From an optimization exercise on the open Yosys and OpenROAD flow, aimed at small area, a short achievable clock period and few clock cycles per item; shortcuts taken in it are not production practice.
Function was checked by simulation only, so behaviour that the tests miss may differ from the original.

== run A ==
Design SCPU, start of the top module:
module SCPU(
    clk,
    rst_n,
    in_valid,
    instruction,
    MEM_out,
    busy,
    out_valid,
    out0,
    out1,
    out2,
    out3,
    out4,
    out5,
    out6,
    out7,
    out8,
    out9,
    out10,
    out11,
    out12,
    out13,
    out14,
    out15,
    WEN,
    ADDR,
    MEM_in
);
export LEC_CHECK = 0
export CAP_MARGIN = 40
export CORE_MARGIN = 2
export CORE_UTILIZATION = 62
export CTS_CLUSTER_DIAMETER = 80
export CTS_CLUSTER_SIZE = 24
export SETUP_SLACK_MARGIN = 4.3
export SLEW_MARGIN = 40
create_clock -name core_clock -period 7.5 [get_ports {clk}]
standard.sh (not shown) runs the stock make flow with config.mk's settings and CLKGATE_MAP_FILE= SYNTH_SCRIPT=/design/flow/synth_recipe.tcl, a recipe that flattens the netlist after the stock synthesis.
==> flow/flow/run.sh <==
#!/bin/bash
# Standard ORFS layout (the standard.sh), with the port buffers taken from
# the plain buffer family (buf_1) so that the resizer may size them freely.
set -euo pipefail
bash standard.sh "BUFFER_PORTS_ARGS=-buffer_cell sky130_fd_sc_hd__buf_1" finish > orfs_make.log 2>&1
Testbench counts of run A, summed over its fixed seeds: cycles 17,116, instructions 16,000.
Input-level comparison between run B and run A:
# run A
export LEC_CHECK = 0
export CAP_MARGIN = 40
export CORE_MARGIN = 2
export CORE_UTILIZATION = 62
export CTS_CLUSTER_DIAMETER = 80
export CTS_CLUSTER_SIZE = 24
export SETUP_SLACK_MARGIN = 4.3
export SLEW_MARGIN = 40
create_clock -name core_clock -period 7.5 [get_ports {clk}]
# run B
export LEC_CHECK = 0
export CAP_MARGIN = 40
export CORE_MARGIN = 2
export CORE_UTILIZATION = 55
export CTS_CLUSTER_DIAMETER = 80
export CTS_CLUSTER_SIZE = 24
export SETUP_SLACK_MARGIN = 4.45
export SLEW_MARGIN = 40
create_clock -name core_clock -period 7.5 [get_ports {clk}]
--- outcome ---
Compared to run A, run B was floorplanned on a bigger die.
Looking at the reports, run B completed the entire flow and the layout it produced met the timing, design-rule and antenna checks.
Run B against run A: sequential cell area comparable; number of search-and-repair iterations in the first detailed-routing pass now smaller; core region area now larger; via count now smaller; multi-input gate area in the final layout now larger.
The inputs of run C differ from those of run B as listed below.
# run B
export LEC_CHECK = 0
export CAP_MARGIN = 40
export CORE_MARGIN = 2
export CORE_UTILIZATION = 55
export CTS_CLUSTER_DIAMETER = 80
export CTS_CLUSTER_SIZE = 24
export SETUP_SLACK_MARGIN = 4.45
export SLEW_MARGIN = 40
create_clock -name core_clock -period 7.5 [get_ports {clk}]
# run C
export LEC_CHECK = 0
export CAP_MARGIN = 40
export CORE_MARGIN = 2
export CORE_UTILIZATION = 55
export CTS_CLUSTER_DIAMETER = 80
export CTS_CLUSTER_SIZE = 24
export SETUP_SLACK_MARGIN = 4.3
export SLEW_MARGIN = 40
create_clock -name core_clock -period 7.5 [get_ports {clk}]
[summary]
| routed via count divided by cell count | run C vs run B | 0.067 lower |. The clock edge transition at the registers on the reported setup and hold paths on run B is in line with that on run C. Wire length of the first global-routing pass ended up about 0.7% lower on run C than on run B. The fmax of run C exceeds that of run B by 2.6%. Going from run B to run C, via count shrank by a few percent. In the tables for run B and run C, wire length on met1 reads higher with run B. Looking at total global-route track usage, run C sits below run B. In run C, the routed wire length came out 6200 um below the value in run B. Run C reports its start point of the critical path as wb_s[6] while run B reports wb_s[0].


Another version of the RTL of SCPU (not shown whole).
For scale: about 3500 cells after synthesis, ~490 flip-flops, ~330 I/O pins, ~32000 um2 of cells after synthesis.
Settings: LEC_CHECK=0, CAP_MARGIN=40, CORE_MARGIN=2, CORE_UTILIZATION=55, SETUP_SLACK_MARGIN=4.3, SLEW_MARGIN=40; clock period 7.5 ns.
Scripts as last shown in full above: flow/flow/run.sh
Testbench counts at the start, summed over its fixed seeds: cycles 17,116, instructions 16,000.
==> next run, changes <==
--- a/flow/config.mk
+++ b/flow/config.mk
@@ -10,2 +10,4 @@
 export CORE_UTILIZATION = 55
+export CTS_CLUSTER_DIAMETER = 80
+export CTS_CLUSTER_SIZE = 24
 export SETUP_SLACK_MARGIN = 4.3
Result:
- hold slack gets better by 9.5 ps
- synthesized area stays the same
- via count goes down by 1.6%
- setup slack gets better by 65 ps
- utilization goes down by 1.9 points
- routed wire length goes down by 1.6%
- final area goes down by 2.9%

static timing again, ports no longer ideal:
Ports are ideal in the flow. The routed layouts listed here were re-timed in OpenROAD. Step 1, drivers: a clkbuf_16 drives clk and a buf_2 each remaining input, both assumed. Step 2 times the ports against the registers' clock, not the clock port: input delays grow and output delays shrink by t, the midpoint of the rising clock arrivals with the driver on. a / b / c = ideal / step 1 / step 2; a / b = the first two.
| run | shift t [ns] | setup slack, ns | latest minus earliest clock arrival (ns) |
|---|---|---|---|
| run A | 0.699 | 4.215 / 4.215 / 3.975 | 0.038 / 0.038 |
| run B | 0.708 | 4.235 / 4.235 / 3.792 | 0.059 / 0.058 |
| run C | 0.660 | 4.319 / 4.319 / 3.898 | 0.035 / 0.034 |
| the first run of note 2 | 0.726 | 4.134 / 4.134 / 4.054 | 0.046 / 0.045 |
| the second run of note 2 | 0.716 | 4.200 / 4.200 / 4.073 | 0.029 / 0.028 |
After both steps every run listed still meets setup and hold. The setup slack of run B, which loses most, moves by 0.000 ns with the drivers and by -0.443 ns with both steps.
